Background: an optimization exercise with open tools, aiming at small area. Do not read the settings as production practice.
Where RTL was checked, it was by simulation tests only, not by an equivalence proof against the original.
Only the layout flow was run in runs 1 and 2; the RTL was not checked for function there.

==> design/flow/config.mk <==
export PLATFORM = sky130hd
export DESIGN_NAME = Datapath
export DESIGN_NICKNAME = Datapath
export VERILOG_FILES = /design/flow/design.v
export SDC_FILE = /design/flow/constraint.sdc
export NUM_CORES = 4
export LEC_CHECK = 0
export CAP_MARGIN = 20
export CORE_MARGIN = 2
export CORE_UTILIZATION = 40
export SLEW_MARGIN = 20
==> design/flow/constraint.sdc <==
create_clock -name core_clock -period 45.0 [get_ports {clk}]
set_input_delay 9.0000 -clock core_clock [delete_from_list [all_inputs] [get_ports {clk}]]
set_output_delay 9.0000 -clock core_clock [all_outputs]
set_load 0.01 [all_outputs]
==> design/flow/design.v <==
`timescale 1ns / 1ps
module PC(
    input clk,
    input rst,
    input jmp,
    output reg [15:0] count
);
    always @(posedge clk or posedge rst) begin
        if (rst)
            count <= 16'b0;
        else if (jmp)
            count <= 16'b0;
        else
            count <= count + 16'd1;
    end
endmodule
module ControlUnit (
    input  [3:0] opcode,
    output reg_write,    
    output addsub,       
    output inv,          
    output sel_mul,
    output sel_div,
    output sel_arr,      
    output sel_and,
    output sel_or,
    output sel_xor,
    output sel_not,
    output sel_ld,
    output mem_en,
    output mem_we,
    output jmp
);
    wire [15:0] d = 16'b1 << opcode;
    assign addsub    = d[0] | d[1] | d[11];
    assign inv       = d[1] | d[3];
    assign sel_mul   = d[2];
    assign sel_div   = d[3];
    assign sel_arr   = d[0] | d[1] | d[2] | d[11];
    assign sel_and   = d[4];
    assign sel_or    = d[5];
    assign sel_xor   = d[6];
    assign sel_not   = d[7];
    assign sel_ld    = d[8];
    assign mem_en    = d[8] | d[9];
    assign mem_we    = d[9];
    assign jmp       = d[12];
    assign reg_write = ~(d[9] | d[12] | d[13] | d[14] | d[15]);
endmodule
`timescale 1ns / 1ps
module RegisterFile(
    input clk,
    input rst,
    input [3:0] read_addr1,
    input [3:0] read_addr2,
    input [3:0] write_addr,
    input [15:0] write_data,
    input write_enable,
    output [15:0] read_data1,
    output [15:0] read_data2
);
    reg [15:0] registers [0:15];
    reg [15:0] valid;
    wire [15:0] wsel = write_enable ? (16'b1 << write_addr) : 16'b0;
    wire [15:0] r1sel = (16'b1 << read_addr1) & valid;
    wire [15:0] r2sel = (16'b1 << read_addr2) & valid;
    always @(posedge clk or posedge rst) begin
        if (rst)
            valid <= 16'b0;
        else
            valid <= valid | wsel;
    end
    integer k;
    always @(posedge clk) begin
        for (k = 0; k < 16; k = k + 1)
            if (wsel[k]) registers[k] <= write_data;
    end
    reg [15:0] d1, d2;
    always @(*) begin
        d1 = 16'b0;
        d2 = 16'b0;
        for (k = 0; k < 16; k = k + 1) begin
            d1 = d1 | (registers[k] & {16{r1sel[k]}});
            d2 = d2 | (registers[k] & {16{r2sel[k]}});
        end
    end
    assign read_data1 = d1;
    assign read_data2 = d2;
endmodule
`timescale 1ns / 1ps
module addrow #(parameter W = 16) (
    input  [W-1:0] x,
    input  [W-1:0] y,
    input  cin,
    output [W-1:0] s,
    output cout
);
    localparam integer L = (W <= 1) ? 0 : $clog2(W);
    wire [W-1:0] p = x ^ y;
    wire [W-1:0] g0 = x & y;
    wire [W-1:0] G [0:L];
    wire [W-1:0] P [0:L];
    assign G[0] = {g0[W-1:1], g0[0] | (p[0] & cin)};
    assign P[0] = p;
    genvar l, j;
    generate
        for (l = 0; l < L; l = l + 1) begin : g_lvl
            for (j = 0; j < W; j = j + 1) begin : g_bit
                if (j & (1 << l)) begin : g_comb
                    localparam integer K = ((j >> (l + 1)) << (l + 1)) + (1 << l) - 1;
                    assign G[l+1][j] = G[l][j] | (P[l][j] & G[l][K]);
                    assign P[l+1][j] = P[l][j] & P[l][K];
                end else begin : g_pass
                    assign G[l+1][j] = G[l][j];
                    assign P[l+1][j] = P[l][j];
                end
            end
        end
    endgenerate
    wire [W:0] c = {G[L], cin};
    assign s = p ^ c[W-1:0];
    assign cout = c[W];
endmodule
module muldiv(
    input  [15:0] A,
    input  [15:0] B,
    input  mul,
    input  div,
    input  addsub,
    input  inv,
    output [15:0] v0,    
    output [15:0] q      
);
    wire [15:0] by = B ^ {16{inv}};
    wire [16:0] hz;
    assign hz[16] = 1'b1;
    genvar i, j;
    generate
        for (i = 15; i >= 0; i = i - 1) begin : g_hz
            assign hz[i] = hz[i+1] & ~B[i];
        end
    endgenerate
    wire [15:0] v [0:16];
    assign v[16] = 16'b0;
    wire [15:0] qq;
    generate
        for (i = 15; i >= 0; i = i - 1) begin : g_row
            localparam integer W = 16 - i;
            wire xin = A[i] & ~mul;
            wire [W-1:0] x;
            if (W == 1) begin : g_x1
                assign x = xin;
            end else begin : g_xn
                assign x = {v[i+1][W-2:0], xin};
            end
            wire [W-1:0] s;
            wire co;
            addrow #(.W(W)) u_add(.x(x), .y(by[W-1:0]), .cin(inv), .s(s), .cout(co));
            assign qq[i] = hz[W] & co;
            wire take;
            if (i > 0) begin : g_tk
                assign take = div ? qq[i] : mul ? A[i] : ~addsub;
            end else begin : g_tk0
                assign take = div ? qq[i] : mul ? A[i] : 1'b1;
            end
            wire [W-1:0] r = take ? s : x;
            if (W < 16) begin : g_r
                assign v[i][15:W] = 0;
            end
            assign v[i][W-1:0] = r;
        end
    endgenerate
    assign v0 = v[0];
    assign q = qq & {16{~hz[0]}};
endmodule
module alu(
    input  [15:0] A,
    input  [15:0] B,
    input  [15:0] mem_rd_data,
    input  addsub, inv, sel_mul, sel_div, sel_arr, sel_and, sel_or, sel_xor, sel_not, sel_ld,
    output [15:0] result
);
    wire [15:0] v0, quot;
    muldiv u_md(.A(A), .B(B), .mul(sel_mul), .div(sel_div), .addsub(addsub), .inv(inv),
                .v0(v0), .q(quot));
    assign result = ({16{sel_arr}} & v0)
                  | ({16{sel_div}} & quot)
                  | ({16{sel_and}} & (A & B))
                  | ({16{sel_or}}  & (A | B))
                  | ({16{sel_xor}} & (A ^ B))
                  | ({16{sel_not}} & ~A)
                  | ({16{sel_ld}}  & mem_rd_data);
endmodule
`timescale 1ns / 1ps
module Datapath(
    input clk,
    input rst,
    input [15:0] gpio_in,
    output [15:0] gpio_out,
    output [15:0] imem_addr,
    input  [15:0] imem_rdata,
    output        dmem_en,
    output        dmem_we,
    output [15:0] dmem_addr,
    output [15:0] dmem_wdata,
    input  [15:0] dmem_rdata
);
    wire [3:0] opcode = imem_rdata[15:12];
    wire [3:0] rs1 = imem_rdata[11:8];
    wire [3:0] rs2 = imem_rdata[7:4];
    wire [3:0] rd  = imem_rdata[3:0];
    wire [15:0] A, B, result;
    wire reg_write, addsub, inv, sel_mul, sel_div, sel_arr;
    wire sel_and, sel_or, sel_xor, sel_not, sel_ld, jmp;
    ControlUnit cu(
        .opcode(opcode), .reg_write(reg_write), .addsub(addsub), .inv(inv),
        .sel_mul(sel_mul), .sel_div(sel_div), .sel_arr(sel_arr),
        .sel_and(sel_and), .sel_or(sel_or), .sel_xor(sel_xor), .sel_not(sel_not),
        .sel_ld(sel_ld), .mem_en(dmem_en), .mem_we(dmem_we), .jmp(jmp)
    );
    PC pc_inst(.clk(clk), .rst(rst), .jmp(jmp), .count(imem_addr));
    RegisterFile rf(
        .clk(clk), .rst(rst),
        .read_addr1(rs1), .read_addr2(rs2), .write_addr(rd),
        .write_data(result), .write_enable(reg_write),
        .read_data1(A), .read_data2(B)
    );
    alu alu_inst(
        .A(A), .B(B), .mem_rd_data(dmem_rdata),
        .addsub(addsub), .inv(inv), .sel_mul(sel_mul), .sel_div(sel_div), .sel_arr(sel_arr),
        .sel_and(sel_and), .sel_or(sel_or), .sel_xor(sel_xor), .sel_not(sel_not),
        .sel_ld(sel_ld), .result(result)
    );
    assign gpio_out   = A;
    assign dmem_addr  = B;
    assign dmem_wdata = A;
endmodule
==> design/flow/run.sh <==
#!/bin/bash
# synth_recipe.tcl (not shown) runs the flow's synth.tcl, then flattens the netlist and writes it again
# the make line also repeats each setting of config.mk as NAME=value (left out here)
make -C /OpenROAD-flow-scripts/flow DESIGN_CONFIG=/design/flow/config.mk WORK_HOME=/design/flow/orfs CLKGATE_MAP_FILE= SYNTH_SCRIPT=/design/flow/synth_recipe.tcl finish
==> results.py, run 1 <==
metrics = {
    "run_status": {
        "status": "no timing/DRC/antenna violations",
    },
    "floorplanning": {
        "die_w_um": 237.8,
        "initial_core_util_pct": 40.54,
        "die_height_um": 237.8,
        "rows": 85,
        "ioPinCount": 116,
        "coreArea_um2": 53920,
        "die_area_um2": 56530,
    },
    "synthesis": {
        "synth_area_per_cell_um2": 9.819,
        "synth_area_leaders": "edfxtp_1 (35%), ha_1 (7.7%), fa_1 (4.5%)",
        "async_flop_share_pct": 11.11,
        "syn_area_um2": 21860,
        "synth_edf_count": 256,
        "ys_types": 108,
        "syn-num-nets": 2460,
        "synthFlopType": "edfxtp_1",
        "synth_top_area_share_pct": 35.17,
        "yosysSeqAreaShare_pct": 38.83,
        "synth_top_area_cell": "edfxtp_1",
        "ys_ff_latch": 288,
        "yosysWarningCount": 21,
        "syn_inst": 2226,
    },
    "worst_setup_path": {
        "slowest_delay_ns": 0.59,
        "reg2reg_slack_ns": 10.07,
        "slowest_stage": "or4_1",
        "critical_path_required_ns": 45.32,
        "end_kind": "flip-flop",
        "r2r_end": "rf.registers[7][9]$_DFFE_PP_",
        "path_class": "input pin to flip-flop",
        "reg2reg_from": "rf.valid[11]$_DFF_PP0_",
        "crit_arrival_ns": 43.45,
        "start_kind": "input pin",
        "r2r_cells": 162,
        "cp_max_fo": 18,
    },
    "hold_path": {
        "holdPathEnd": "pc_inst.count[0]$_DFF_PP0_",
        "hp-class": "flip-flop to flip-flop",
        "hold_depth": 1,
        "hp-start": "pc_inst.count[0]$_DFF_PP0_",
    },
    "detailed_routing": {
        "via_per_inst": 6.464,
        "wl_mm": 92.93,
        "vias": 21070,
        "drt-pass1-iter-count": 6,
        "drc_errors": 0,
        "wl_per_cell_um": 28.51,
        "antenna_left": 0,
        "drtIter0Drc": 2819,
    },
    "timing": {
        "layout_min_cycle_time_ns": 43.14,
        "setup_ws_ns": 1.863,
        "tightest_slew_ns": 1.112,
        "slew_violations": 0,
        "hold_viol_final": 0,
        "fmax_mhz": 23.18,
        "finalSetupTns_ns": 0,
        "relSlewSlack_pct": 25.89,
        "final.period_utilization_pct": 95.86,
        "setup_violations": 0,
        "fin_skew_ns": 0.05741,
    },
    "global_route": {
        "grt_pass1_wl_mm": 134.7,
        "antenna_found_initial": 1,
        "grt_usage_pct": 32.27,
        "grt.overflow.total": 0,
        "grt_pass1_vias": 20670,
        "grt_max_degree": 33,
    },
    "place": {
        "place_congestion": 1.007,
        "place_ws_ns": -0.8650,
        "portBuffers": 99,
        "hpwl_mm": 68.07,
    },
    "clocking": {
        "clk_latency_ns": 0.62,
        "path_clk_slew_ns": 0.06,
        "clock_sinks": 288,
        "cts.path.max_buffers": 3,
        "postCtsHoldBufs": 0,
        "cts_inserted_buffers": 30,
        "root_buffer": "clkbuf_16",
        "cts_tree": "yes",
        "h-tree-depth": 1,
    },
    "layout": {
        "fin_nets": 2773,
        "area_delta_synth_final_pct": 23.48,
        "num-fill-cells": 4839,
        "layout-drive-gt1-share_pct": 19.68,
    },
    "flow_run": {
        "max-cap-violations": 0,
    },
}
-- cells in the mapped netlist (41+ instances only) --
library cell / instances
ha_1: 135
xnor2_1: 57
and3_1: 41
inv_1: 85
nor2_1: 161
edfxtp_1: 256
clkbuf_1: 84
a22oi_1: 92
a21oi_1: 87
fa_1: 49
o21ai_0: 90
o22ai_1: 65
nand2_1: 233
nand3_1: 62
xor2_1: 41
-- state kept, by name, summed over array words and instances (netlist names) --
signal / count
pc_inst.count: 16
rf.registers: 256
rf.valid: 16
-- through the flow --
stage	instance area, um2	hold slack [ns]	utilization, %	cells
2_1_floorplan	21860	0.4988	-	2226
3_3_place_gp	25650	0.4932	47.57	3193
3_5_place_dp	25650	0.5051	47.58	3193
4_1_cts	26670	0.5136	49.47	3247
5_1_grt	26980	0.5437	50.05	3257
6_report	26990	0.5086	50.05	3259
-- critical path, delay by kind of cell --
family,cells,cell delay (ns)
buffers and inverters,19,3.11
adder cells (fa/ha/maj),18,6.05
multiplexers,4,1.22
AND/OR/NAND/NOR,43,8.20
AO/OA/AOI/OAI,79,15.79
-- how the worst max path moves through the flow --
stage | to | slack [ns] | startpoint | cells past startpoint
floorplan | rf.registers[0][2]$_DFFE_PP_ | 2.24 | imem_rdata[7] | 157
global placement | rf.registers[10][9]$_DFFE_PP_ | -0.52 | imem_rdata[6] | 164
detailed placement | rf.registers[14][9]$_DFFE_PP_ | -0.87 | imem_rdata[6] | 164
CTS | rf.registers[7][9]$_DFFE_PP_ | 0.08 | imem_rdata[4] | 164
global route | rf.registers[7][9]$_DFFE_PP_ | -0.03 | imem_rdata[11] | 161
finish | rf.registers[7][9]$_DFFE_PP_ | 1.86 | imem_rdata[7] | 163
-- kinds of logic (layout without fill, tap and decap cells) --
logic type / after synthesis / after routing / synth area share, %
AND/OR/NAND/NOR: 776 / 776 / 18.66
adder cells (fa/ha/maj): 184 / 184 / 12.22
other: 0 / 2 / 0
flip-flops: 288 / 288 / 38.83
AO/OA/AOI/OAI: 626 / 626 / 20.47
XOR/XNOR: 98 / 98 / 3.927
multiplexers: 32 / 32 / 1.557
buffers and inverters: 222 / 557 / 4.333
-- cell usage in the layout, fill, tap and decap left out, types with 10 or more instances in the layout --
cell | netlist | routed
o21a_1 | 32 | 32
xnor2_1 | 57 | 55
fa_1 | 49 | 49
a221oi_1 | 24 | 23
clkbuf_16 | 0 | 30
or2_2 | 24 | 24
nor3_1 | 38 | 29
a221o_1 | 11 | 11
nor2_1 | 161 | 152
inv_1 | 85 | 85
o22ai_1 | 65 | 64
xor2_1 | 41 | 39
edfxtp_1 | 256 | 256
buf_12 | 0 | 13
mux2_2 | 16 | 16
a21oi_1 | 87 | 83
a22oi_1 | 92 | 92
o21ai_1 | 11 | 19
dfrtp_1 | 32 | 32
or3_1 | 17 | 15
a32oi_1 | 11 | 11
o211ai_1 | 10 | 10
a21o_1 | 25 | 24
and4_1 | 15 | 15
and3_1 | 41 | 41
and2_1 | 26 | 26
nand2_1 | 233 | 232
clkdlybuf4s50_1 | 0 | 92
a31oi_1 | 18 | 17
mux2i_1 | 16 | 16
nor4_1 | 15 | 11
a211oi_1 | 18 | 16
nand2b_1 | 24 | 24
buf_4 | 20 | 305
o21ai_0 | 90 | 80
ha_1 | 135 | 135
a22o_1 | 10 | 10
nor2b_1 | 28 | 28
nand4_1 | 21 | 21
nand3_1 | 62 | 61
-- final cells by class --
class | count | area (um2) | share of cell area, %
antenna | 2 | 5.005 | 0.01854
clock buffer | 38 | 800.8 | 2.967
clock inverter | 16 | 173.9 | 0.6444
inverter | 86 | 322.8 | 1.196
multi-input combinational | 1716 | 12790 | 47.40
sequential | 288 | 8488 | 31.45
tap | 696 | 870.8 | 3.227
timing repair buffer | 417 | 3536 | 13.10
-- per-layer routing --
layer | vias up | part of all wire (%) | track usage [%] | routed length (um)
met1 | 10140 | 37 | 40.30 | 34310
met4 | 0 | 6.4 | 17.57 | 5975
met3 | 338 | 12 | 7.432 | 10850
li1 | 9082 | - | - | -
met5 | - | 0 | 0 | 0
met2 | 1503 | 45 | 51.79 | 41790
-- repair_timing --
action | 4_1_cts | 5_1_grt
buffers inserted | 0 | 10
setup endpoints to repair | 256 | 256
gates resized for setup | 9 | 58
pin swaps | 0 | 6
==> inputs of run 2 (changes only) <==
--- a/design/flow/config.mk
+++ b/design/flow/config.mk
@@ -5,6 +5,7 @@
 export SDC_FILE = /design/flow/constraint.sdc
 export NUM_CORES = 4
 export LEC_CHECK = 0
+export ABC_AREA = 1
 export CAP_MARGIN = 20
 export CORE_MARGIN = 2
 export CORE_UTILIZATION = 40
==> results.py, run 2 <==
metrics = {
    "synthesis": {
        "ys_ff_latch": 288,
        "synth_simple_gate_area_share_pct": 25.62,
        "yosysMostFrequentCell": "nand2_1",
        "synth_top_area_share_pct": 36.23,
        "synth_compound_area_share_pct": 11.31,
        "ys_types": 59,
        "synth_area_per_cell_um2": 8.552,
        "syn_area_um2": 21220,
        "synth_top_family_by_area": "simple AND/OR/NAND/NOR gates",
        "syn-num-nets": 2715,
        "synth_common_cells": "nand2_1 (645), edfxtp_1 (256), inv_1 (251), nor2_1 (177), nand3_1 (144)",
        "synth_adder_area_share_pct": 12.58,
        "synthMuxAreaShare_pct": 0,
        "synth_top_area_cell": "edfxtp_1",
        "yosysSeqAreaShare_pct": 40.01,
        "synth_xor_area_share_pct": 3.550,
        "synth_edf_count": 256,
        "async_flop_share_pct": 11.11,
        "yosysWarningCount": 21,
        "synthFlopType": "edfxtp_1",
        "synth_area_leaders": "edfxtp_1 (36%), nand2_1 (11%), ha_1 (8.0%)",
        "syn_inst": 2481,
    },
    "layout": {
        "area_delta_synth_final_pct": 17.70,
        "fin_nets": 2909,
        "largest_reg_flops": 256,
        "num-fill-cells": 5017,
        "layout-drive-gt1-share_pct": 14.58,
        "top_regs": "rf.registers (256), pc_inst.count (16), rf.valid (16)",
        "regArea_um2": 8488,
        "layout_commonest_cell": "nand2_1",
        "final_cell_mix": "nand2_1 (640), edfxtp_1 (256), inv_1 (251), nor2_1 (158), nand3_1 (143)",
        "top_register": "rf.registers",
        "multi_input_comb_area_um2": 11590,
    },
    "detailed_routing": {
        "wl_mm": 82.78,
        "drt-pass1-iter-count": 6,
        "via_per_inst": 5.795,
        "drtIter0Drc": 2235,
        "drc_errors": 0,
        "wl_per_cell_um": 24.45,
        "antenna_left": 0,
        "vias": 19620,
    },
    "worst_setup_path": {
        "slowest_stage": "clkdlybuf4s50_1",
        "reg2reg_slack_ns": 10.85,
        "crit_arrival_ns": 42.74,
        "cp_max_fo": 16,
        "start_kind": "input pin",
        "r2r_end": "rf.registers[14][14]$_DFFE_PP_",
        "critical_path_required_ns": 45.24,
        "cpMostUsedCell": "nand2_1",
        "r2r_cells": 211,
        "slowest_delay_ns": 0.61,
        "end_kind": "flip-flop",
        "reg2reg_from": "rf.valid[5]$_DFF_PP0_",
        "path_class": "input pin to flip-flop",
    },
    "timing": {
        "fmax_mhz": 23.53,
        "fin_skew_ns": 0.01546,
        "relSlewSlack_pct": 17.65,
        "setup_violations": 0,
        "slew_violations": 0,
        "holdWs_ns": 0.4858,
        "layout_min_cycle_time_ns": 42.51,
        "finalSetupTns_ns": 0,
        "final.period_utilization_pct": 94.46,
        "tightest_slew_ns": 1.234,
        "hold_viol_final": 0,
    },
    "clocking": {
        "cts.path.max_buffers": 3,
        "h-tree-depth": 1,
        "cts_tree": "yes",
        "clock_sinks": 288,
        "cts_inserted_buffers": 30,
        "path_clk_slew_ns": 0.06,
        "clk_latency_ns": 0.59,
        "root_buffer": "clkbuf_16",
    },
    "place": {
        "hpwl_mm": 58.64,
        "place_congestion": 0.9685,
        "portBuffers": 99,
    },
    "run_status": {
        "status": "no timing/DRC/antenna violations",
    },
    "hold_path": {
        "hp-start": "pc_inst.count[0]$_DFF_PP0_",
        "holdPathEnd": "pc_inst.count[0]$_DFF_PP0_",
        "hold_depth": 1,
        "hp-class": "flip-flop to flip-flop",
    },
    "flow_run": {
        "max-cap-violations": 0,
    },
    "floorplanning": {
        "initial_core_util_pct": 40.37,
        "rows": 84,
        "coreArea_um2": 52550,
        "die_area_um2": 54900,
        "ioPinCount": 116,
        "die_height_um": 234.3,
        "die_w_um": 234.3,
    },
    "global_route": {
        "grt_pass1_vias": 19330,
        "grt_pass1_wl_mm": 120.9,
        "grt.overflow.total": 0,
        "grt_usage_pct": 30.09,
        "antenna_found_initial": 1,
        "grt_max_degree": 33,
    },
}
[run 2: changes by cell type after synthesis, moves of 24 or more]
cell	previous run	this run
o21a_1	32	4
nand2_1	233	645
inv_1	85	251
a21oi_1	87	45
nand2b_1	24	0
a22oi_1	92	16
nand3_1	62	144
and3_1	41	4
nor2b_1	28	0
nand4_1	21	60
o22ai_1	65	20
clkbuf_1	84	25
[run 2: how the worst max path moves through the flow]
stage	cells past startpoint	endpoint	slack (ns)	from
2_1_floorplan	206	rf.registers[0][5]$_DFFE_PP_	4.55	imem_rdata[5]
3_3_place_gp	215	rf.registers[1][10]$_DFFE_PP_	-0.09	imem_rdata[7]
3_5_place_dp	213	rf.registers[3][5]$_DFFE_PP_	-0.37	imem_rdata[6]
4_1_cts	211	rf.registers[3][5]$_DFFE_PP_	0.13	imem_rdata[6]
5_1_grt	220	rf.registers[12][6]$_DFFE_PP_	-0.05	imem_rdata[5]
6_report	209	rf.registers[14][14]$_DFFE_PP_	2.49	imem_rdata[9]
[run 2: logic make-up after synthesis]
logic type      after synthesis
compound gates              367
xor+xnor                     86
fa+ha+maj                   184
buf+inv                     352
flops                       288
simple gates               1204
[run 2: worst max-delay path, delay by kind of cell]
family / cells / cell delay, ns
AO/OA/AOI/OAI: 81 / 13.56
adder cells (fa/ha/maj): 18 / 6.26
XOR/XNOR: 3 / 0.48
AND/OR/NAND/NOR: 86 / 10.30
buffers and inverters: 21 / 3.10
[run 2: cell type report]
cell class | instances | area share, %
repair buffers | 241 | 8.262
multi-input cells | 1842 | 46.41
diodes | 1 | 0.01002
clock inverters | 19 | 0.7265
flip-flops and latches | 288 | 33.99
well taps | 688 | 3.447
inverters | 272 | 4.089
clock buffers | 34 | 3.066
[run 2: per-layer routing]
layer / global-route usage, % / wire length, um / share of wire, % / up-vias
met5: 0 / 0 / 0 / -
li1: - / - / - / 8826
met1: 37.41 / 31290 / 38 / 9340
met3: 5.691 / 8683 / 10 / 296
met4: 17.43 / 5253 / 6.3 / 0
met2: 48.94 / 37550 / 45 / 1154
[run 2: what timing repair did]
item / 4_1_cts / 5_1_grt
resized for setup: 0 / 64
buffers inserted: 0 / 8
hold buffers: 0 / 0
endpoints found under the setup margin: 0 / 256
[run 2: per-stage QoR]
stage | worst slack [ns] | instance area [um2] | instances | utilization (%)
after floorplan | 4.547 | 21220 | 2481 | -
after global placement | -0.08976 | 23750 | 3321 | 45.19
after detailed placement | -0.3675 | 23760 | 3321 | 45.20
after CTS | 0.1340 | 24700 | 3374 | 47.01
after global routing | -0.04602 | 24970 | 3384 | 47.51
final | 2.494 | 24970 | 3385 | 47.52
==> inputs of run 3 (changes only) <==
--- a/design/flow/design.v
+++ b/design/flow/design.v
@@ -95,7 +95,7 @@
     output [W-1:0] s,
     output cout
 );
-    localparam integer L = (W <= 1) ? 0 : $clog2(W);
+    localparam integer L = (W > 8) ? 4 : (W > 4) ? 3 : (W > 2) ? 2 : (W > 1) ? 1 : 0;
     wire [W-1:0] p = x ^ y;
     wire [W-1:0] g0 = x & y;
     wire [W-1:0] G [0:L];
==> results.py, run 3 <==
metrics = {
    "detailed_routing": {
        "drc_errors": 0,
        "drtIter0Drc": 2235,
        "wl_per_cell_um": 24.45,
        "via_per_inst": 5.795,
        "antenna_left": 0,
        "wl_mm": 82.78,
        "drt-pass1-iter-count": 6,
        "vias": 19620,
    },
    "worst_setup_path": {
        "slowest_delay_ns": 0.61,
        "r2r_end": "rf.registers[14][14]$_DFFE_PP_",
        "slowest_stage": "clkdlybuf4s50_1",
        "cpMostUsedCell": "nand2_1",
        "r2r_cells": 211,
        "crit_arrival_ns": 42.74,
        "reg2reg_from": "rf.valid[5]$_DFF_PP0_",
        "start_kind": "input pin",
        "worstSetupStartpoint": "imem_rdata[9]",
        "reg2reg_slack_ns": 10.85,
        "critical_path_required_ns": 45.24,
        "cp_max_fo": 16,
        "setup.worst_path.end": "rf.registers[14][14]$_DFFE_PP_",
        "path_class": "input pin to flip-flop",
        "end_kind": "flip-flop",
    },
    "clocking": {
        "h-tree-depth": 1,
        "path_clk_slew_ns": 0.06,
        "cts_inserted_buffers": 30,
        "clk_latency_ns": 0.59,
        "root_buffer": "clkbuf_16",
        "cts.path.max_buffers": 3,
        "clock_sinks": 288,
        "cts_tree": "yes",
    },
    "layout": {
        "top_register": "rf.registers",
        "area_delta_synth_final_pct": 17.70,
        "top_regs": "rf.registers (256), pc_inst.count (16), rf.valid (16)",
        "layout_commonest_cell": "nand2_1",
        "layout-drive-gt1-share_pct": 14.58,
        "fin_nets": 2909,
        "postLayoutCoreUtil_pct": 47.52,
        "num-fill-cells": 5017,
        "multi_input_comb_area_um2": 11590,
        "final_cell_mix": "nand2_1 (640), edfxtp_1 (256), inv_1 (251), nor2_1 (158), nand3_1 (143)",
        "regArea_um2": 8488,
        "largest_reg_flops": 256,
    },
    "synthesis": {
        "yosysSeqAreaShare_pct": 40.01,
        "async_flop_share_pct": 11.11,
        "synth_top_area_share_pct": 36.23,
        "synth_area_per_cell_um2": 8.552,
        "synthFlopType": "edfxtp_1",
        "ys_types": 59,
        "synth_top_area_cell": "edfxtp_1",
        "synth_edf_count": 256,
        "synth_area_leaders": "edfxtp_1 (36%), nand2_1 (11%), ha_1 (8.0%)",
        "ys_ff_latch": 288,
        "yosysMostFrequentCell": "nand2_1",
        "yosysWarningCount": 21,
        "syn_area_um2": 21220,
        "syn-num-nets": 2715,
        "synth_common_cells": "nand2_1 (645), edfxtp_1 (256), inv_1 (251), nor2_1 (177), nand3_1 (144)",
        "syn_inst": 2481,
    },
    "global_route": {
        "met1_usage_pct": 37.41,
        "grt_pass1_wl_mm": 120.9,
        "busiest_layer": "met2",
        "grt_max_degree": 33,
        "gr-usage-met2_pct": 48.94,
        "antenna_found_initial": 1,
        "grt_pass1_vias": 19330,
        "grt.overflow.total": 0,
        "grt_usage_pct": 30.09,
        "grtUsageMet3_pct": 5.691,
    },
    "floorplanning": {
        "initial_core_util_pct": 40.37,
        "coreArea_um2": 52550,
        "rows": 84,
        "die_area_um2": 54900,
        "die_w_um": 234.3,
        "die_height_um": 234.3,
        "ioPinCount": 116,
    },
    "place": {
        "hpwl_mm": 58.64,
        "place_ws_ns": -0.3675,
        "portBuffers": 99,
        "place_congestion": 0.9685,
    },
    "hold_path": {
        "hp-class": "flip-flop to flip-flop",
    },
    "timing": {
        "fmax_mhz": 23.53,
        "slew_violations": 0,
        "fin_skew_ns": 0.01546,
        "final.period_utilization_pct": 94.46,
        "setup_ws_ns": 2.494,
        "relSlewSlack_pct": 17.65,
        "layout_min_cycle_time_ns": 42.51,
        "setup_violations": 0,
        "hold_viol_final": 0,
        "tightest_slew_ns": 1.234,
    },
    "flow_run": {
        "max-cap-violations": 0,
    },
    "run_status": {
        "status": "no timing/DRC/antenna violations",
    },
}
## run 3: cell counts in the layout (fill, tap and decap cells not counted)
Identical to the previous run, type by type.
## run 3: worst max-delay path: cells and delay by family
family	cells	cell delay [ns]
buf+inv	21	3.10
simple gates	86	10.30
compound gates	81	13.56
xor+xnor	3	0.48
fa+ha+maj	18	6.26
## run 3: layout make-up
cell class	instances	area share, %
Antenna cell	1	0.01002
Clock buffer	34	3.066
Clock inverter	19	0.7265
Inverter	272	4.089
Multi-Input combinational cell	1842	46.41
Sequential cell	288	33.99
Tap cell	688	3.447
Timing Repair Buffer	241	8.262
## run 3: through the flow
step	area, um2	cells	TNS (ns)	hold WS (ns)
2_1_floorplan	21220	2481	0	0.4332
3_3_place_gp	23750	3321	-1.431	0.4710
6_report	24970	3385	0	0.4858
3_5_place_dp	23760	3321	-27.94	0.4819
5_1_grt	24970	3384	-0.7497	0.5145
4_1_cts	24700	3374	0	0.4899
## run 3: cells by family after synthesis
logic type      after synthesis  synth area share [%]
fa+ha+maj                   184                 12.58
buf+inv                     352                 6.929
simple gates               1204                 25.62
flops                       288                 40.01
xor+xnor                     86                 3.550
compound gates              367                 11.31
## run 3: routing by layer
metal	vias to the layer above	wire length, um
met3	296	8683
li1	8826	-
met5	-	0
met1	9340	31290
met4	0	5253
met2	1154	37550
## run 3: worst min-delay path by stage
stage,end,cells after the start,slack [ns],from
2_1_floorplan,rf.valid[3]$_DFF_PP0_,2,0.43,rf.valid[3]$_DFF_PP0_
3_3_place_gp,pc_inst.count[0]$_DFF_PP0_,1,0.47,pc_inst.count[0]$_DFF_PP0_
3_5_place_dp,pc_inst.count[0]$_DFF_PP0_,1,0.48,pc_inst.count[0]$_DFF_PP0_
4_1_cts,pc_inst.count[0]$_DFF_PP0_,1,0.49,pc_inst.count[0]$_DFF_PP0_
5_1_grt,rf.valid[13]$_DFF_PP0_,1,0.51,rf.valid[13]$_DFF_PP0_
6_report,pc_inst.count[0]$_DFF_PP0_,1,0.49,pc_inst.count[0]$_DFF_PP0_
## run 3: timing repair
action                                  in CTS  in global routing
hold buffers                                 0                  0
endpoints found under the setup margin       0                256
resized for setup                            0                 64
setup buffers                                0                  8
==> inputs of run 4 (changes only) <==
--- a/design/flow/config.mk
+++ b/design/flow/config.mk
@@ -8,5 +8,6 @@
 export ABC_AREA = 1
 export CAP_MARGIN = 20
 export CORE_MARGIN = 2
-export CORE_UTILIZATION = 40
+export CORE_UTILIZATION = 55
+export CTS_BUF_LIST = sky130_fd_sc_hd__clkbuf_8
 export SLEW_MARGIN = 20
==> results.py, run 4 <==
metrics = {
    "global_route": {
        "grt_pass1_vias": 19220,
        "busiest_layer": "met2",
        "antenna_found_initial": 3,
        "met1_usage_pct": 48.90,
        "grt_usage_pct": 40.01,
        "grt_pass1_wl_mm": 118.9,
        "grt.overflow.total": 0,
        "grtUsageMet3_pct": 8.689,
        "grt_max_degree": 33,
        "gr-usage-met2_pct": 65.17,
    },
    "synthesis": {
        "yosysMostFrequentCell": "nand2_1",
        "syn_area_um2": 21220,
        "synth_edf_count": 256,
        "synth_area_per_cell_um2": 8.552,
        "synth_area_leaders": "edfxtp_1 (36%), nand2_1 (11%), ha_1 (8.0%)",
        "synth_top_area_cell": "edfxtp_1",
        "synthFlopType": "edfxtp_1",
        "synth_common_cells": "nand2_1 (645), edfxtp_1 (256), inv_1 (251), nor2_1 (177), nand3_1 (144)",
        "syn-num-nets": 2715,
        "syn_inst": 2481,
        "yosysSeqAreaShare_pct": 40.01,
        "yosysWarningCount": 21,
        "async_flop_share_pct": 11.11,
        "ys_ff_latch": 288,
        "synth_top_area_share_pct": 36.23,
        "ys_types": 59,
    },
    "floorplanning": {
        "coreArea_um2": 37840,
        "die_area_um2": 40160,
        "die_height_um": 200.4,
        "ioPinCount": 116,
        "rows": 71,
        "die_w_um": 200.4,
        "initial_core_util_pct": 56.06,
    },
    "timing": {
        "fin_skew_ns": 0.02913,
        "final.period_utilization_pct": 94.50,
        "setup_violations": 0,
        "relSlewSlack_pct": 12.58,
        "slew_violations": 0,
        "tightest_slew_ns": 1.310,
        "layout_min_cycle_time_ns": 42.52,
        "fmax_mhz": 23.52,
        "hold_viol_final": 0,
        "setup_ws_ns": 2.477,
    },
    "detailed_routing": {
        "drc_errors": 0,
        "wl_mm": 82.01,
        "vias": 19940,
        "wl_per_cell_um": 25.19,
        "drt-pass1-iter-count": 7,
        "drtIter0Drc": 2612,
        "antenna_left": 0,
        "via_per_inst": 6.125,
    },
    "layout": {
        "area_delta_synth_final_pct": 17.65,
        "top_regs": "rf.registers (256), pc_inst.count (16), rf.valid (16)",
        "insertedDiodeCount": 0,
        "num-fill-cells": 3260,
        "largest_reg_flops": 256,
        "multi_input_comb_area_um2": 11720,
        "final_cell_mix": "nand2_1 (638), inv_1 (265), edfxtp_1 (256), nor2_1 (164), buf_4 (152)",
        "regArea_um2": 8488,
        "fin_nets": 2948,
        "layout_commonest_cell": "nand2_1",
        "layout-drive-gt1-share_pct": 15.70,
        "fin_cells": 3256,
        "fin_area_um2": 24960,
        "top_register": "rf.registers",
    },
    "worst_setup_path": {
        "reg2reg_slack_ns": 11.09,
        "cp_max_fo": 18,
        "start_kind": "input pin",
        "crit_arrival_ns": 43.01,
        "end_kind": "flip-flop",
        "critical_path_required_ns": 45.48,
        "cpMostUsedCell": "nand2_1",
        "slowest_delay_ns": 0.55,
        "slowest_stage": "clkdlybuf4s50_1",
        "path_class": "input pin to flip-flop",
    },
    "hold_path": {
        "hp-class": "flip-flop to flip-flop",
    },
    "place": {
        "portBuffers": 99,
        "place_ws_ns": -0.8216,
        "place_congestion": 0.9637,
        "hpwl_mm": 57.22,
        "dp.cells": 3157,
        "placedInstanceArea_um2": 23630,
    },
    "run_status": {
        "status": "no timing/DRC/antenna violations",
    },
    "clocking": {
        "postCtsHoldBufs": 0,
        "clk_latency_ns": 0.64,
        "root_buffer": "clkbuf_8",
        "cts_inserted_buffers": 48,
        "clock_sinks": 288,
        "h-tree-depth": 2,
        "path_clk_slew_ns": 0.06,
        "cts_tree": "yes",
        "cts.path.max_buffers": 3,
    },
    "flow_run": {
        "max-cap-violations": 0,
    },
}
run 4: metrics by stage:
stage	utilization [%]	hold WS [ns]	TNS [ns]
floorplan	-	0.4332	0
CTS	64.68	0.4977	0
global placement	62.41	0.4806	0
finish	65.96	0.4998	0
detailed placement	62.45	0.4828	-116.14
global route	65.96	0.5089	-28.75
run 4: per-layer routing:
layer | routed length (um) | share of wire, %
met4 | 5846 | 7.1
met5 | 13 | 0.016
met1 | 29470 | 36
met2 | 37150 | 45
met3 | 9522 | 12
run 4: layout make-up:
cell class	instances	area share, %
clock buffers	48	2.647
clock inverters	33	0.7018
inverters	272	4.115
multi-input cells	1844	46.96
flip-flops and latches	288	34.01
well taps	511	2.561
repair buffers	258	8.947
repair inverters	2	0.06015
run 4: timing repair:
| item | in CTS | in global routing |
|---|---|---|
| gates resized for setup | 2 | 85 |
| setup endpoints to repair | 96 | 256 |
| cloned | 0 | 6 |
| setup buffers | 0 | 12 |
| pin swaps | 0 | 17 |
run 4: cell families (layout without fill, tap and decap cells):
kind of cell               Yosys count  count (layout)  share of synthesized area (%)
AOI/OAI and AO/OA                  367             370                          11.31
and+or+nand+nor                   1204            1204                          25.62
xor gates and xnor gates            86              86                          3.550
buffers and inverters              352             613                          6.929
DFF                                288             288                          40.01
adders and majority gates          184             184                          12.58
run 4: path summary, 6_finish.rpt:
check | startpoint | to | depth (start not counted)
max in group asynchronous | rst | pc_inst.count[13]$_DFF_PP0_ | 3
setup reg to reg | rf.valid[6]$_DFF_PP0_ | rf.registers[8][7]$_DFFE_PP_ | 220
setup / recovery | imem_rdata[4] | rf.registers[8][7]$_DFFE_PP_ | 220
hold reg to reg | pc_inst.count[0]$_DFF_PP0_ | pc_inst.count[0]$_DFF_PP0_ | 1
hold / removal | pc_inst.count[0]$_DFF_PP0_ | pc_inst.count[0]$_DFF_PP0_ | 1
min in group asynchronous | rst | rf.valid[11]$_DFF_PP0_ | 3
run 4: critical path, delay by kind of cell:
family,cells,cell delay (ns)
AO/OA/AOI/OAI,82,13.25
AND/OR/NAND/NOR,93,10.23
adder cells (fa/ha/maj),18,6.38
buffers and inverters,26,3.93
XOR/XNOR,1,0.12
==> inputs of run 5 (changes only) <==
==> design/flow/flow/run.sh (new file) <==
#!/bin/bash
# The standard layout, except that ports are buffered with
# sky130_fd_sc_hd__buf_1 instead of ORFS's default buffer choice.
# The make/ORFS output goes to standard.log here (and ORFS's own logs/).
set -euo pipefail
W=$(pwd)
bash "$W/standard.sh" "BUFFER_PORTS_ARGS=-buffer_cell sky130_fd_sc_hd__buf_1" finish > "$W/standard.log" 2>&1
==> design/flow/standard.sh (new file) <==
#!/bin/bash
# synth_recipe.tcl (not shown) runs the flow's synth.tcl, then flattens the netlist and writes it again
# the make line also repeats each setting of config.mk as NAME=value (left out here)
make -C /OpenROAD-flow-scripts/flow DESIGN_CONFIG=/design/flow/config.mk WORK_HOME=/design/flow/orfs CLKGATE_MAP_FILE= SYNTH_SCRIPT=/design/flow/synth_recipe.tcl "${@:-finish}"
removed: design/flow/run.sh
==> results.py, run 5 <==
metrics = {
    "layout": {
        "final_cell_mix": "nand2_1 (638), inv_1 (265), edfxtp_1 (256), nor2_1 (162), nand3_1 (143)",
        "postLayoutCoreUtil_pct": 63.77,
        "fin_area_um2": 24130,
        "largest_reg_flops": 256,
        "top_regs": "rf.registers (256), pc_inst.count (16), rf.valid (16)",
        "num-fill-cells": 3396,
        "top_register": "rf.registers",
        "insertedDiodeCount": 0,
        "fin_cells": 3240,
        "layout-drive-gt1-share_pct": 14.88,
        "fin_nets": 2924,
        "layout_commonest_cell": "nand2_1",
        "area_delta_synth_final_pct": 13.75,
    },
    "run_status": {
        "status": "no timing/DRC/antenna violations",
    },
    "timing": {
        "grt_setup_unrepaired": "no",
        "fin_skew_ns": 0.04702,
        "relSlewSlack_pct": 23.21,
        "final.period_utilization_pct": 94.44,
        "tightest_slew_ns": 1.152,
        "fmax_mhz": 23.53,
        "hold_viol_final": 0,
        "layout_min_cycle_time_ns": 42.50,
        "setup_violations": 0,
        "slew_violations": 0,
        "setup_ws_ns": 2.500,
    },
    "detailed_routing": {
        "via_per_inst": 6.136,
        "antenna_left": 0,
        "drtIter0Drc": 2376,
        "wl_mm": 81.55,
        "drc_errors": 0,
        "vias": 19880,
        "wl_per_cell_um": 25.17,
        "drt-pass1-iter-count": 6,
    },
    "place": {
        "placedInstanceArea_um2": 22850,
        "dp.cells": 3136,
        "portBuffers": 99,
        "hpwl_mm": 57.20,
        "place_congestion": 0.9755,
        "place_ws_ns": -0.5999,
    },
    "synthesis": {
        "synth_area_per_cell_um2": 8.552,
        "yosysWarningCount": 21,
        "ys_ff_latch": 288,
        "synth_edf_count": 256,
        "ys_types": 59,
        "syn_area_um2": 21220,
        "async_flop_share_pct": 11.11,
        "synth_top_area_share_pct": 36.23,
        "synth_area_leaders": "edfxtp_1 (36%), nand2_1 (11%), ha_1 (8.0%)",
        "synthFlopType": "edfxtp_1",
        "syn_inst": 2481,
        "syn-num-nets": 2715,
        "synth_common_cells": "nand2_1 (645), edfxtp_1 (256), inv_1 (251), nor2_1 (177), nand3_1 (144)",
        "yosysSeqAreaShare_pct": 40.01,
        "synth_top_area_cell": "edfxtp_1",
        "yosysMostFrequentCell": "nand2_1",
    },
    "worst_setup_path": {
        "r2r_cells": 208,
        "crit_arrival_ns": 42.81,
        "end_kind": "flip-flop",
        "path_class": "input pin to flip-flop",
        "cp_max_fo": 16,
        "r2r_end": "rf.registers[13][14]$_DFFE_PP_",
        "reg2reg_slack_ns": 10.58,
        "slowest_delay_ns": 0.47,
        "critical_path_required_ns": 45.31,
        "slowest_stage": "fa_1",
        "cpMostUsedCell": "nand2_1",
        "start_kind": "input pin",
        "reg2reg_from": "rf.valid[7]$_DFF_PP0_",
    },
    "floorplanning": {
        "initial_core_util_pct": 56.06,
        "rows": 71,
        "die_height_um": 200.4,
        "coreArea_um2": 37840,
        "die_area_um2": 40160,
        "ioPinCount": 116,
        "die_w_um": 200.4,
    },
    "global_route": {
        "grt_pass1_vias": 19150,
        "grt.overflow.total": 0,
        "grt_pass1_wl_mm": 118.6,
        "antenna_found_initial": 0,
        "grt_max_degree": 33,
        "grt_usage_pct": 40.13,
    },
    "hold_path": {
        "hp-class": "flip-flop to flip-flop",
        "hp-start": "pc_inst.count[0]$_DFF_PP0_",
        "holdPathEnd": "pc_inst.count[0]$_DFF_PP0_",
        "hold_depth": 1,
    },
    "clocking": {
        "clock_sinks": 288,
        "root_buffer": "clkbuf_8",
        "path_clk_slew_ns": 0.06,
        "cts_tree": "yes",
        "cts.path.max_buffers": 3,
        "clk_latency_ns": 0.66,
        "h-tree-depth": 2,
        "cts_inserted_buffers": 50,
    },
    "flow_run": {
        "max-cap-violations": 0,
    },
}
[run 5: kinds of logic after synthesis]
family	count (synthesis)	share of synthesized area, %
AO/OA/AOI/OAI	367	11.31
adder cells (fa/ha/maj)	184	12.58
XOR/XNOR	86	3.550
flip-flops	288	40.01
buffers and inverters	352	6.929
AND/OR/NAND/NOR	1204	25.62
[run 5: repair_timing]
action | CTS | global route
hold buffers | 0 | 0
gates resized for setup | 1 | 59
buffers inserted | 0 | 13
setup endpoints to repair | 32 | 256
pin swaps | 0 | 6
[run 5: worst max-delay path by stage]
stage	from	end	slack, ns	cells past startpoint
2_1_floorplan	imem_rdata[5]	rf.registers[0][5]$_DFFE_PP_	4.55	206
3_3_place_gp	imem_rdata[5]	rf.registers[5][9]$_DFFE_PP_	-0.006	209
3_5_place_dp	imem_rdata[5]	rf.registers[12][9]$_DFFE_PP_	-0.60	207
4_1_cts	imem_rdata[5]	rf.registers[15][9]$_DFFE_PP_	0.22	207
5_1_grt	imem_rdata[7]	rf.registers[7][6]$_DFFE_PP_	0.03	218
6_report	imem_rdata[5]	rf.registers[13][14]$_DFFE_PP_	2.50	204
[run 5: per-layer routing]
metal	GRT usage, %	vias to the layer above	wire length, um
met4	25.19	0	6080
li1	-	8865	-
met5	0	-	0
met1	50.07	9361	29310
met3	7.371	375	9016
met2	64.74	1279	37150
[run 5: area by class of cell]
type / instances / area, um2 / share of cell area (%)
Inverter: 272 / 1021 / 4.230
Multi-Input combinational cell: 1841 / 11620 / 48.13
Tap cell: 511 / 639.4 / 2.649
Clock buffer: 50 / 688.2 / 2.851
Clock inverter: 41 / 262.8 / 1.089
Timing Repair Buffer: 237 / 1419 / 5.879
Sequential cell: 288 / 8488 / 35.17
[run 5: metrics by stage]
stage               hold WS, ns  setup TNS, ns
floorplan                0.4332              0
global placement         0.4706       -0.08889
detailed placement       0.4843         -87.77
CTS                      0.4958              0
global route             0.5214              0
finish                   0.4998              0
[run 5: critical path: cells and delay by family]
kind,cells,cell delay [ns]
fa+ha+maj,18,7.09
buf+inv,16,2.00
xor+xnor,7,1.12
simple gates,85,10.07
compound gates,78,13.40
==> inputs of run 6 (changes only) <==
--- a/design/flow/design.v
+++ b/design/flow/design.v
@@ -93,7 +93,9 @@
     input  [W-1:0] y,
     input  cin,
     output [W-1:0] s,
-    output cout
+    output cout,
+    output [W-1:0] pp,    
+    output [W-1:0] gg     
 );
     localparam integer L = (W > 8) ? 4 : (W > 4) ? 3 : (W > 2) ? 2 : (W > 1) ? 1 : 0;
     wire [W-1:0] p = x ^ y;
@@ -117,6 +119,8 @@
             end
         end
     endgenerate
+    assign pp = p;
+    assign gg = g0;
     wire [W:0] c = {G[L], cin};
     assign s = p ^ c[W-1:0];
     assign cout = c[W];
@@ -126,10 +130,12 @@
     input  [15:0] B,
     input  mul,
     input  div,
-    input  addsub,
     input  inv,
     output [15:0] v0,    
-    output [15:0] q      
+    output [15:0] q,     
+    output [15:0] px,    
+    output [15:0] gx,    
+    output bnz           
 );
     wire [15:0] by = B ^ {16{inv}};
     wire [16:0] hz;
@@ -153,15 +159,18 @@
             end else begin : g_xn
                 assign x = {v[i+1][W-2:0], xin};
             end
-            wire [W-1:0] s;
+            wire [W-1:0] s, rp, rg;
             wire co;
-            addrow #(.W(W)) u_add(.x(x), .y(by[W-1:0]), .cin(inv), .s(s), .cout(co));
+            addrow #(.W(W)) u_add(.x(x), .y(by[W-1:0]), .cin(inv), .s(s), .cout(co),
+                                  .pp(rp), .gg(rg));
             assign qq[i] = hz[W] & co;
             wire take;
             if (i > 0) begin : g_tk
-                assign take = div ? qq[i] : mul ? A[i] : ~addsub;
+                assign take = (div & qq[i]) | (mul & A[i]);
             end else begin : g_tk0
-                assign take = div ? qq[i] : mul ? A[i] : 1'b1;
+                assign take = ~mul | A[i];
+                assign px = rp;
+                assign gx = rg;
             end
             wire [W-1:0] r = take ? s : x;
             if (W < 16) begin : g_r
@@ -171,7 +180,8 @@
         end
     endgenerate
     assign v0 = v[0];
-    assign q = qq & {16{~hz[0]}};
+    assign q = qq;
+    assign bnz = ~hz[0];
 endmodule
 module alu(
     input  [15:0] A,
@@ -180,14 +190,15 @@
     input  addsub, inv, sel_mul, sel_div, sel_arr, sel_and, sel_or, sel_xor, sel_not, sel_ld,
     output [15:0] result
 );
-    wire [15:0] v0, quot;
-    muldiv u_md(.A(A), .B(B), .mul(sel_mul), .div(sel_div), .addsub(addsub), .inv(inv),
-                .v0(v0), .q(quot));
+    wire [15:0] v0, quot, px, gx;
+    wire bnz;
+    muldiv u_md(.A(A), .B(B), .mul(sel_mul), .div(sel_div), .inv(inv),
+                .v0(v0), .q(quot), .px(px), .gx(gx), .bnz(bnz));
     assign result = ({16{sel_arr}} & v0)
-                  | ({16{sel_div}} & quot)
-                  | ({16{sel_and}} & (A & B))
-                  | ({16{sel_or}}  & (A | B))
-                  | ({16{sel_xor}} & (A ^ B))
+                  | ({16{sel_div & bnz}} & quot)
+                  | ({16{sel_and}} & gx)
+                  | ({16{sel_or}}  & (px | gx))
+                  | ({16{sel_xor}} & px)
                   | ({16{sel_not}} & ~A)
                   | ({16{sel_ld}}  & mem_rd_data);
 endmodule
--- a/design/flow/config.mk
+++ b/design/flow/config.mk
@@ -9,5 +9,6 @@
 export CAP_MARGIN = 20
 export CORE_MARGIN = 2
 export CORE_UTILIZATION = 55
-export CTS_BUF_LIST = sky130_fd_sc_hd__clkbuf_8
+export CTS_BUF_LIST = sky130_fd_sc_hd__clkbuf_16
+export CTS_CLUSTER_SIZE = 30
 export SLEW_MARGIN = 20
==> results.py, run 6 <==
metrics = {
    "place": {
        "placedInstanceArea_um2": 22180,
        "hpwl_mm": 54.60,
        "place_congestion": 0.9756,
        "portBuffers": 99,
    },
    "synthesis": {
        "ys_types": 69,
        "yosysMostFrequentCell": "nand2_1",
        "syn-num-nets": 2581,
        "async_flop_share_pct": 11.11,
        "syn_inst": 2361,
        "synthFlopType": "edfxtp_1",
        "synth_area_leaders": "edfxtp_1 (37%), nand2_1 (9.6%), ha_1 (7.2%)",
        "ys_ff_latch": 288,
        "synth_edf_count": 256,
        "synth_top_area_cell": "edfxtp_1",
        "yosysSeqAreaShare_pct": 40.60,
        "yosysWarningCount": 21,
        "syn_area_um2": 20910,
        "synth_top_area_share_pct": 36.77,
        "synth_area_per_cell_um2": 8.855,
        "synth_common_cells": "nand2_1 (537), inv_1 (282), edfxtp_1 (256), nor2_1 (154), ha_1 (121)",
    },
    "worst_setup_path": {
        "end_kind": "flip-flop",
        "crit_arrival_ns": 42.43,
        "cpMostUsedCell": "nand2_1",
        "cp_num_buf_inv": 23,
        "path_class": "input pin to flip-flop",
        "critical_path_required_ns": 45.23,
        "cp_max_fo": 16,
        "crit_family": "simple AND/OR/NAND/NOR gates",
        "start_kind": "input pin",
        "slowest_delay_ns": 0.48,
        "slowest_stage": "fa_1",
    },
    "clocking": {
        "cts_inserted_buffers": 30,
        "path_clk_slew_ns": 0.06,
        "h-tree-depth": 1,
        "postCtsHoldBufs": 0,
        "clk_latency_ns": 0.58,
        "root_buffer": "clkbuf_16",
        "clock_sinks": 288,
        "cts_tree": "yes",
        "cts.path.max_buffers": 3,
    },
    "timing": {
        "grt_setup_unrepaired": "no",
        "finalSetupTns_ns": 0,
        "hold_viol_final": 0,
        "tightest_slew_ns": 1.211,
        "fin_skew_ns": 0.02405,
        "layout_min_cycle_time_ns": 42.19,
        "relSlewSlack_pct": 18.75,
        "setup_violations": 0,
        "fmax_mhz": 23.70,
        "final.period_utilization_pct": 93.77,
        "slew_violations": 0,
    },
    "run_status": {
        "status": "no timing/DRC/antenna violations",
    },
    "layout": {
        "fin_nets": 2745,
        "multi_input_comb_area_um2": 11040,
        "regArea_um2": 8488,
        "fin_area_um2": 23610,
        "final_cell_mix": "nand2_1 (535), inv_1 (278), edfxtp_1 (256), nor2_1 (137), ha_1 (121)",
        "top_regs": "rf.registers (256), pc_inst.count (16), rf.valid (16)",
        "num-fill-cells": 3320,
        "insertedDiodeCount": 0,
        "area_delta_synth_final_pct": 12.90,
        "layout_commonest_cell": "nand2_1",
        "largest_reg_flops": 256,
        "layout-drive-gt1-share_pct": 15.12,
        "top_register": "rf.registers",
    },
    "detailed_routing": {
        "wl_mm": 76.45,
        "drtIter0Drc": 2118,
        "vias": 18700,
        "antenna_left": 0,
        "wl_per_cell_um": 25.01,
        "drc_errors": 0,
        "via_per_inst": 6.117,
        "drt-pass1-iter-count": 6,
    },
    "floorplanning": {
        "die_w_um": 199.0,
        "die_height_um": 199.0,
        "initial_core_util_pct": 55.64,
        "die_area_um2": 39590,
        "rows": 71,
        "coreArea_um2": 37580,
        "ioPinCount": 116,
    },
    "global_route": {
        "grt_pass1_vias": 17760,
        "grt_pass1_wl_mm": 111.0,
        "grt_max_degree": 33,
        "antenna_found_initial": 0,
        "grt.overflow.total": 0,
        "grt_usage_pct": 38.98,
    },
    "hold_path": {
        "hp-class": "flip-flop to flip-flop",
    },
    "flow_run": {
        "max-cap-violations": 0,
    },
}
-- run 6: area by class of cell --
class | instances | area share (%)
Timing Repair Buffer | 198 | 5.078
Tap cell | 511 | 2.709
Sequential cell | 288 | 35.96
Multi-Input combinational cell | 1695 | 46.79
Clock inverter | 20 | 0.8852
Inverter | 312 | 5.083
Clock buffer | 33 | 3.498
-- run 6: repair_timing --
item                                    4_1_cts  5_1_grt
endpoints found under the setup margin        0      240
endpoints found under the hold margin         0        0
setup buffers                                 0       22
resized for setup                             0       47
-- run 6: logic make-up after synthesis --
family                     synth area share, %
muxes                                  0.06581
and+or+nand+nor                          23.03
AOI/OAI and AO/OA                        13.72
adders and majority gates                11.93
DFF                                      40.60
buffers and inverters                    7.654
xor gates and xnor gates                 3.004
-- run 6: final timing paths --
path | startpoint | end | slack [ns] | cells past startpoint
max reg2reg | rf.valid[0]$_DFF_PP0_ | rf.registers[13][15]$_DFFE_PP_ | 11.17 | 208
max in group asynchronous | rst | rf.valid[13]$_DFF_PP0_ | 36.18 | 3
min reg2reg | pc_inst.count[15]$_DFF_PP0_ | pc_inst.count[15]$_DFF_PP0_ | 0.46 | 1
min | pc_inst.count[15]$_DFF_PP0_ | pc_inst.count[15]$_DFF_PP0_ | 0.46 | 1
min in group asynchronous | rst | pc_inst.count[15]$_DFF_PP0_ | 8.49 | 3
max | imem_rdata[5] | rf.registers[13][15]$_DFFE_PP_ | 2.81 | 210
-- run 6: per-layer routing --
layer	vias to the layer above	GRT usage, %	wire [um]
met5	-	0	0
met4	0	21.81	5359
met3	320	6.494	8051
met2	1150	62.90	34470
met1	8784	50.02	28560
li1	8446	-	-
-- run 6: through the flow --
stage	worst slack [ns]	utilization (%)	std cells	hold slack, ns
6_report	2.805	62.82	3057	0.4634
3_5_place_dp	0.4400	59.03	2982	0.4599
3_3_place_gp	0.9567	59.03	2982	0.4464
2_1_floorplan	5.473	-	2361	0.4394
4_1_cts	0.9270	61.78	3035	0.4678
5_1_grt	0.009738	62.82	3057	0.4993
==> inputs of run 7 (changes only) <==
==> design/flow/flow/run.sh (replaced) <==
#!/bin/bash
# The standard layout with two changes:
#  - synthesis is the standard flow's own script (synth_recipe.tcl and ORFS's synth.tcl),
#    except that ABC maps the logic with flow/area.script (area-oriented
#    mapping, then ABC's buffering and sizing) instead of ORFS's script;
#  - ports are buffered with sky130_fd_sc_hd__buf_1.
# make/ORFS output goes to standard.log here (and to ORFS's logs/).
set -euo pipefail
W=$(pwd)
F=$W/flow
sed "s|log_cmd abc {\*}\$abc_args|log_cmd abc {*}[lreplace \$abc_args 1 1 $F/area.script]|" \
    "$FLOW_HOME/scripts/synth.tcl" > "$W/synth_custom.tcl"
grep -q "$F/area.script" "$W/synth_custom.tcl"
sed "s|\$::env(SCRIPTS_DIR)/synth.tcl|$W/synth_custom.tcl|" "$W/synth_recipe.tcl" > "$W/my_synth.tcl"
grep -q "synth_custom.tcl" "$W/my_synth.tcl"
bash "$W/standard.sh" SYNTH_SCRIPT="$W/my_synth.tcl" \
    "BUFFER_PORTS_ARGS=-buffer_cell sky130_fd_sc_hd__buf_1" finish > "$W/standard.log" 2>&1
==> design/flow/flow/area.script (new file) <==
strash
dch
map -a
topo
buffer -c
upsize -c
dnsize -c
stime -c
==> results.py, run 7 <==
metrics = {
    "timing": {
        "fin_skew_ns": 0.02540,
        "final.period_utilization_pct": 95.62,
        "holdWs_ns": 0.4927,
        "finalSetupTns_ns": 0,
        "relSlewSlack_pct": 20.78,
        "slew_violations": 0,
        "setup_violations": 0,
        "fmax_mhz": 23.24,
        "hold_viol_final": 0,
        "tightest_slew_ns": 1.187,
        "layout_min_cycle_time_ns": 43.03,
        "setup_ws_ns": 1.973,
    },
    "synthesis": {
        "yosysMostFrequentCell": "nand2_1",
        "yosysWarningCount": 21,
        "synth_common_cells": "nand2_1 (327), edfxtp_1 (256), inv_1 (220), nor2_1 (156), ha_1 (121)",
        "yosysSeqAreaShare_pct": 43.71,
        "synth_area_leaders": "edfxtp_1 (40%), ha_1 (7.8%), nand2_1 (6.3%)",
        "synth_edf_count": 256,
        "ys_ff_latch": 288,
        "ys_types": 62,
        "synth_area_per_cell_um2": 9.548,
        "syn_inst": 2034,
        "syn_area_um2": 19420,
        "synth_top_area_share_pct": 39.58,
        "synthFlopType": "edfxtp_1",
        "syn-num-nets": 2254,
        "synth_top_area_cell": "edfxtp_1",
        "async_flop_share_pct": 11.11,
    },
    "clocking": {
        "cts_tree": "yes",
        "cts_inserted_buffers": 31,
        "clock_sinks": 288,
        "h-tree-depth": 1,
        "path_clk_slew_ns": 0.06,
        "cts.path.max_buffers": 3,
        "clk_latency_ns": 0.59,
        "root_buffer": "clkbuf_16",
    },
    "layout": {
        "layout_commonest_cell": "buf_4",
        "area_delta_synth_final_pct": 31.47,
        "top_register": "rf.registers",
        "largest_reg_flops": 256,
        "final_cell_mix": "buf_4 (464), nand2_1 (317), edfxtp_1 (256), inv_1 (218), nor2_1 (124)",
        "insertedDiodeCount": 0,
        "fin_nets": 2785,
        "top_regs": "rf.registers (256), pc_inst.count (16), rf.valid (16)",
        "fin_cells": 3044,
        "layout-drive-gt1-share_pct": 29.93,
    },
    "global_route": {
        "antenna_found_initial": 0,
        "grt_usage_pct": 38.33,
        "grt_pass1_wl_mm": 104.9,
        "grt_pass1_vias": 18090,
        "grt_max_degree": 33,
        "grt.overflow.total": 0,
    },
    "detailed_routing": {
        "drtIter0Drc": 1840,
        "antenna_left": 0,
        "wl_mm": 71.13,
        "vias": 18680,
        "drt-pass1-iter-count": 8,
        "via_per_inst": 6.138,
        "drc_errors": 0,
        "wl_per_cell_um": 23.37,
    },
    "floorplanning": {
        "rows": 68,
        "ioPinCount": 116,
        "die_area_um2": 36830,
        "initial_core_util_pct": 56.08,
        "die_height_um": 191.9,
        "coreArea_um2": 34630,
        "die_w_um": 191.9,
    },
    "worst_setup_path": {
        "crit_arrival_ns": 43.35,
        "crit_family": "compound AO/OA/AOI/OAI gates",
        "cp_num_buf_inv": 28,
        "reg2reg_slack_ns": 10.27,
        "cp_max_fo": 16,
        "critical_path_required_ns": 45.32,
        "end_kind": "flip-flop",
        "slowest_delay_ns": 0.39,
        "cpMostUsedCell": "nor2_1",
        "r2r_end": "rf.registers[6][14]$_DFFE_PP_",
        "slowest_stage": "fa_2",
        "r2r_cells": 237,
        "worstSetupStartpoint": "imem_rdata[6]",
        "path_class": "input pin to flip-flop",
        "reg2reg_from": "rf.valid[1]$_DFF_PP0_",
        "start_kind": "input pin",
    },
    "run_status": {
        "status": "no timing/DRC/antenna violations",
    },
    "flow_run": {
        "max-cap-violations": 0,
    },
    "hold_path": {
        "hold_depth": 2,
        "hp-class": "flip-flop to flip-flop",
        "holdPathEnd": "rf.valid[12]$_DFF_PP0_",
        "hp-start": "rf.valid[12]$_DFF_PP0_",
    },
    "place": {
        "place_ws_ns": -2.028,
        "dp.cells": 2935,
        "hpwl_mm": 51.21,
        "place_congestion": 0.9644,
        "portBuffers": 99,
    },
}
==> run 7: layer usage <==
metal	GRT usage (%)	share of wire, %	up-vias	wire length (um)
met1	48.17	38	8982	26720
met4	17.49	5.0	0	3544
li1	-	-	8366	-
met5	0	0	-	0
met3	8.167	10	234	7222
met2	63.57	47	1101	33640
==> run 7: what timing repair did <==
item,4_1_cts,5_1_grt
cloned,0,1
setup buffers,4,47
pin swaps,6,72
setup endpoints to repair,192,256
hold buffers,0,0
resized for setup,24,166
==> run 7: cell families (layout without fill, tap and decap cells) <==
family                     count (synthesis)  in the layout  share of synthesized area (%)
muxes                                     11             11                         0.6957
and+or+nand+nor                          653            653                          14.49
xor gates and xnor gates                  75             75                          3.382
DFF                                      288            288                          43.71
adders and majority gates                170            170                          12.85
buffers and inverters                    315            870                          6.513
AOI/OAI and AO/OA                        522            522                          18.37
==> run 7: per-stage QoR <==
stage	utilization (%)	instance area [um2]
after floorplan	-	19420
after global routing	73.74	25530
after global placement	67.74	23460
after CTS	71.05	24600
final	73.74	25530
after detailed placement	67.77	23470
==> run 7: final cells by class <==
type | count | area (um2)
inverter | 235 | 890.9
sequential | 288 | 8488
fill | 2547 | 9095
multi-input combinational | 1431 | 10460
timing repair buffer | 578 | 4101
clock inverter | 26 | 250.2
clock buffer | 31 | 775.7
tap | 455 | 569.3
==> run 7: worst max path at each step <==
stage / endpoint / slack (ns) / cells past startpoint
4_1_cts: rf.registers[11][0]$_DFFE_PP_ / 0.005 / 236
3_5_place_dp: rf.registers[1][15]$_DFFE_PP_ / -2.03 / 235
6_report: rf.registers[6][14]$_DFFE_PP_ / 1.97 / 239
5_1_grt: rf.registers[6][14]$_DFFE_PP_ / -0.46 / 240
3_3_place_gp: rf.registers[0][15]$_DFFE_PP_ / -1.20 / 234
2_1_floorplan: rf.registers[0][0]$_DFFE_PP_ / 0.67 / 235
==> run 7: worst min-delay path: stages, from the launching register on <==
cell and delay, ns:
dfrtp_1 0.32, inv_1 0.07, o21ai_0 0.07

[what the ideal ports hide]
In the flow no input, the clock included, has a driving cell. The finished layouts below were timed again as built, in two steps. Step 1, drivers: a clkbuf_16 drives clk and a buf_2 each remaining input, both assumed. Step 2 adds t to the input delays and takes it off the output delays; t is the mean of the earliest and latest rising clock arrival at the registers after step 1. Input paths then give back, and output paths get back, about the clock's delay inside the block. a / b / c = no drivers / after step 1 / after step 2; a / b = the first two.
run	t, ns	setup WS [ns]	hold slack, ns	latest minus earliest clock arrival (ns)
run 1	0.647	1.863 / 1.900 / 1.252	0.509 / 0.509 / 0.509	0.058 / 0.057
run 2	0.641	2.494 / 2.519 / 1.878	0.486 / 0.486 / 0.486	0.015 / 0.015
run 3	0.641	2.494 / 2.519 / 1.878	0.486 / 0.486 / 0.486	0.015 / 0.015
run 4	0.680	2.477 / 2.509 / 1.828	0.500 / 0.500 / 0.500	0.031 / 0.031
run 5	0.688	2.500 / 2.530 / 1.843	0.500 / 0.500 / 0.500	0.047 / 0.047
run 6	0.622	2.805 / 2.836 / 2.214	0.463 / 0.463 / 0.463	0.025 / 0.024
run 7	0.629	1.973 / 2.004 / 1.375	0.493 / 0.493 / 0.493	0.025 / 0.025
After both steps every run listed still meets setup and hold. The setup slack of run 5, which loses most, moves by +0.030 ns with the drivers and by -0.657 ns with both steps.
